Source: an optimization exercise on an open RTL-to-GDS flow (aim: small area and few clock cycles). Production flows keep margins and buffers that such runs may drop.
The RTL was checked by simulation tests, not by an equivalence proof against the original design.
Power is estimated from default activity; no workload was simulated.

job 7126:
Design mips_top, start of the top module:
module mips_top(
    input         clk,
    input         reset,
    output [31:0] imem_addr,
    input  [31:0] imem_data,
    output [31:0] dmem_addr,
    output [31:0] dmem_wdata,
    output        dmem_we,
    input  [31:0] dmem_rdata
    );
Settings: LEC_CHECK=0, CAP_MARGIN=10, CORE_MARGIN=2, CORE_UTILIZATION=48, CTS_BUF_LIST=sky130_fd_sc_hd__clkbuf_16, CTS_CLUSTER_DIAMETER=90, CTS_CLUSTER_SIZE=30, GPL_TIMING_DRIVEN=1, PLACE_DENSITY=0.62, SLEW_MARGIN=0, SYNTH_HIERARCHICAL=1; clock period 8.0 ns.
standard.sh (not shown) runs the stock make flow with config.mk's settings and CLKGATE_MAP_FILE= SYNTH_SCRIPT=/design/flow/synth_recipe.tcl, a recipe that flattens the netlist after the stock synthesis.
==> flow/flow/run.sh <==
#!/bin/bash
# The standard layout, with one change: the port buffers are buf_2 cells
# (the standard flow picks a slow delay cell).
set -euo pipefail
export BUFFER_PORTS_ARGS="-buffer_cell sky130_fd_sc_hd__buf_2"
bash standard.sh > standard.log 2>&1
Job 7126: done, clean on timing, DRC and antenna
Testbench counts of job 7126, summed over its fixed seeds: cycles 74,808.
#### Input delta (job 2782 over job 7126)
Settings: swapping 90 for 80 in CTS_CLUSTER_DIAMETER; swapping 0.62 for 0.7 in PLACE_DENSITY; swapping 48 for 56 in CORE_UTILIZATION; swapping 30 for 28 in CTS_CLUSTER_SIZE; swapping 10 for 20 in CAP_MARGIN; swapping 0 for 20 in SLEW_MARGIN; swapping 1 for 0 in GPL_TIMING_DRIVEN.
Notes after the runs:
Each of the runs, namely job 2782 and job 7126, reached the end of the flow and came out clean. Layout cell share with drive strength beyond 1: job 2782 vs job 7126 up 2.3 points. Job 2782 vs job 7126 on cell area: job 2782 is the higher one. The cell-internal power of job 2782 and that of job 7126 are within noise of each other. Sequential share of layout area, job 2782 and job 7126: larger value in job 7126. Comparing job 2782 and job 7126, the lower fmax is on job 2782. Relative to job 7126, the wire length of the first global-routing pass of job 2782 is lower by 2800 µm. When job 2782 is set beside job 7126, its final critical-path required period turns out to be 98 ps larger. Re area overhead of the layout relative to synthesis: job 2782 and job 7126 aren't equal, and the lower value belongs to job 7126. Worst setup slack after placement: job 2782 vs job 7126 down 1370 ps. Job 2782 gives more critical path's largest stage delay than job 7126 did. Diff job 7126 -> job 2782 | non-clock buffer count | down by more than 10%.
Here is what was changed in the inputs of job 5627 compared with job 2782.
Settings: GPL_TIMING_DRIVEN: 0 -> 1; CORE_UTILIZATION: 56 -> 48; PLACE_DENSITY: 0.7 -> 0.62.
Results
- Summary — area growth from synthesis to final layout, job 5627 relative to job 2782: lower, by 0.20 points.
- In the metrics for job 2782 and job 5627, the one carrying the higher final cell count is job 5627.
- Any difference in final area between job 5627 and job 2782 is small enough to ignore.
- Sort job 2782 and job 5627 by final period demand of the worst path, ascending, and job 5627 comes first.
- Post-CTS setup buffer count in job 5627 vs job 2782: down 1
- On number of clock-tree buffers in the layout, the lower figure sits with job 2782, not job 5627.
Inputs modified between job 5627 and job 1657:
Settings: swapping 28 for 30 in CTS_CLUSTER_SIZE; swapping 20 for 0 in SLEW_MARGIN; swapping 80 for 90 in CTS_CLUSTER_DIAMETER.
Notes after the runs:
- Job 5627: no failed stages, no open violations at the end
- Job 1657 finished every stage and its layout cleared the timing, design-rule and antenna checks.
- Changes observed in job 1657 relative to job 5627: final routed wirelength across all metal layers saw little to no change; design area saw a decrease; met3 usage in global routing saw a decrease; setup slack saw an increase; non-filler instance count after layout saw a decrease.
- | worst setup timing slack at the placement stage | higher: job 5627 |
- Going from job 5627 to job 1657, total power shrinks by about 4.5%.
- Fraction of area in registers, job 1657 and job 5627: smaller value in job 5627
diff inputs: job 1657 => job 3900
Settings: swapping 30 for 28 in CTS_CLUSTER_SIZE; swapping 90 for 80 in CTS_CLUSTER_DIAMETER; swapping 0 for 20 in SLEW_MARGIN; swapping 1 for 0 in GPL_TIMING_DRIVEN.
### Flow results
- Of the two candidates, job 1657 has the better maximum frequency and job 3900 the worse one.
- Job 3900 ends up with a worst max-slew margin expressed relative to the limit that is 11 points lower than in job 1657.
- Final-layout worst hold slack on job 3900 is ahead of job 1657.
- [job 3900] transition time at the pin with the least slew margin rose 160 ps relative to job 1657
- From job 1657 to job 3900 the numbers moved as follows: least setup slack across all paths after layout moved down; half-perimeter wire length after detailed placement moved up.
[inputs] job 5589 vs job 3900
Settings: GPL_TIMING_DRIVEN now 1, was 0; CTS_CLUSTER_DIAMETER now 90, was 80; CTS_CLUSTER_SIZE now 30, was 28; SLEW_MARGIN now 0, was 20.
==> flow/flow/run.sh <==
#!/bin/bash
# The standard layout, with one change: the port buffers are buf_1 cells
# (the standard flow picks a slow delay cell).
set -euo pipefail
export BUFFER_PORTS_ARGS="-buffer_cell sky130_fd_sc_hd__buf_1"
bash standard.sh > standard.log 2>&1
Notes after the runs:
Routed length per instance for job 5589: 0.74% down relative to job 3900
Between job 3900 and job 5589, final worst-path cycle share is lower for job 5589, job 3900 comes in above that.
Per the comparison of job 5589 with job 3900, power density over cell area lower; number of fill cells grew by 2.9%.
Job 5589 ends up with a highest fanout seen on the critical path that is 2 higher than in job 3900.
Job 3900 → job 5589: number of global-route vias before repair dropped 0.62%; total chip power -4.4%; worst hold margin went down by 5.0 ps.

========
Another version of the RTL of mips_top (not shown whole).
For scale: roughly 1,900 cells after synthesis, about 540 flip-flops, ~26,000 um^2 of cells after synthesis.
clock: 8.0 ns
lec_check: 0
cap_margin: 20
core_margin: 2
core_utilization: 48
cts_buf_list: sky130_fd_sc_hd__clkbuf_16
cts_cluster_diameter: 60
cts_cluster_size: 24
gpl_timing_driven: 0
place_density: 0.62
slew_margin: 20
synth_hierarchical: 1
==> flow/flow/run.sh <==
#!/bin/bash
# The standard layout, with one change: the port buffers are buf_1 cells
# (the standard flow picks a slow delay cell).
set -euo pipefail
export BUFFER_PORTS_ARGS="-buffer_cell sky130_fd_sc_hd__buf_1"
bash standard.sh > standard.log 2>&1
The starting point ran to the end with no violations.
Testbench counts at the start, summed over its fixed seeds: cycles 74,808.
Edit:
==> flow/flow/run.sh (replaced) <==
#!/bin/bash
# The standard layout, with one change: the port buffers are buf_2 cells
# (the standard flow picks a slow delay cell).
set -euo pipefail
export BUFFER_PORTS_ARGS="-buffer_cell sky130_fd_sc_hd__buf_2"
bash standard.sh > standard.log 2>&1
--- a/flow/config.mk
+++ b/flow/config.mk
@@ -11,4 +11,4 @@
 export CTS_BUF_LIST = sky130_fd_sc_hd__clkbuf_16
-export CTS_CLUSTER_DIAMETER = 60
-export CTS_CLUSTER_SIZE = 24
+export CTS_CLUSTER_DIAMETER = 80
+export CTS_CLUSTER_SIZE = 28
 export GPL_TIMING_DRIVEN = 0
Non-clock buffer count increases by 2; sequential cell count is unchanged; core utilization decreases by 0.40 points; global-route usage decreases by 0.16 points; register-to-register slack degrades by 90 ps; count of clock-buffer cells in the layout decreases by 12.
Edit:
--- a/flow/config.mk
+++ b/flow/config.mk
@@ -10,5 +10,4 @@
 export CORE_UTILIZATION = 48
-export CTS_BUF_LIST = sky130_fd_sc_hd__clkbuf_16
-export CTS_CLUSTER_DIAMETER = 80
-export CTS_CLUSTER_SIZE = 28
+export CTS_BUF_LIST = sky130_fd_sc_hd__clkbuf_8
+export CTS_CLUSTER_SIZE = 24
 export GPL_TIMING_DRIVEN = 0
Outcome: Setup slack loses 32 ps. First-iteration DRC count goes up by 1.2%. Power climbs by 8.8%. Final cell count climbs by 3.8%. Synthesized area stays the same.

========
RTL: one of the versions met above, not the one the previous note started from.
For scale: ~540 flip-flops, ~160 I/O pins, ~25000 µm² of cells after synthesis.
// mips_top
module mips_top(
    input         clk,
    input         reset,
    output [31:0] imem_addr,
    input  [31:0] imem_data,
    output [31:0] dmem_addr,
    output [31:0] dmem_wdata,
    output        dmem_we,
    input  [31:0] dmem_rdata
    );
Settings: LEC_CHECK=0, CAP_MARGIN=20, CORE_MARGIN=2, CORE_UTILIZATION=48, CTS_BUF_LIST=sky130_fd_sc_hd__clkbuf_16, CTS_CLUSTER_DIAMETER=80, CTS_CLUSTER_SIZE=28, GPL_TIMING_DRIVEN=1, PLACE_DENSITY=0.62, SLEW_MARGIN=0, SYNTH_HIERARCHICAL=1; clock period 8.0 ns.
==> flow/flow/run.sh <==
#!/bin/bash
# The standard layout, with one change: the port buffers are buf_2 cells
# (the standard flow picks a slow delay cell).
set -euo pipefail
export BUFFER_PORTS_ARGS="-buffer_cell sky130_fd_sc_hd__buf_2"
bash standard.sh > standard.log 2>&1
The baseline produced a clean layout.
Testbench counts at the start, summed over its fixed seeds: cycles 74,808.
Rerun with:
- GPL_TIMING_DRIVEN: 1 -> 0
After rerunning:
- The new run completed with no timing, DRC or antenna violations
- worst setup slack is worse by 140 ps
- cell count came out lower by 1.1%
- sequential share of layout area came out lower by 0.14 points
- critical path depth came out lower by 2
- design area hardly moves
- utilization came out higher by 0.14 points

-- static timing again, ports no longer ideal --
The flow's constraints put no driver on any port. The routed layouts listed below were extracted and timed again, unchanged, in two steps. Step 1, drivers: a clkbuf_16 drives clk and a buf_2 each remaining input, both assumed. Step 2 times the ports against the registers' clock, not the clock port: input delays grow and output delays shrink by t, the midpoint of the rising clock arrivals with the driver on. Slacks: ideal / step 1 / step 2; pairs: ideal / step 1.
| run | t, ns | slack for setup (ns) | worst slew at a driven data input, ns | pins driven straight from the clock port |
|---|---|---|---|---|
| job 7126 | 0.677 | 0.230 / 0.207 / 0.207 | 0.06 | 1 |
| job 2782 | 0.663 | 0.132 / 0.105 / 0.105 | 0.07 | 1 |
| job 5627 | 0.679 | 0.204 / 0.172 / 0.172 | 0.06 | 1 |
| job 1657 | 0.667 | 0.344 / 0.314 / 0.314 | 0.05 | 1 |
| job 3900 | 0.667 | 0.146 / 0.120 / 0.120 | 0.05 | 1 |
| job 5589 | 0.653 | 0.219 / 0.152 / 0.152 | 0.07 | 1 |
| the first run of note 2 | 0.650 | 0.197 / 0.166 / 0.166 | 0.06 | 1 |
| the second run of note 2 | 0.674 | 0.202 / 0.179 / 0.179 | 0.07 | 1 |
| the third run of note 2 | 0.724 | 0.169 / 0.147 / 0.147 | 0.07 | 1 |
| the first run of note 3 | 0.686 | 0.300 / 0.267 / 0.267 | 0.05 | 1 |
| the second run of note 3 | 0.665 | 0.163 / 0.142 / 0.142 | 0.06 | 1 |
After both steps every run listed still meets setup and hold. For job 5589, which loses most, drivers alone change the setup slack by -0.067 ns; drivers and shift together by -0.067 ns.
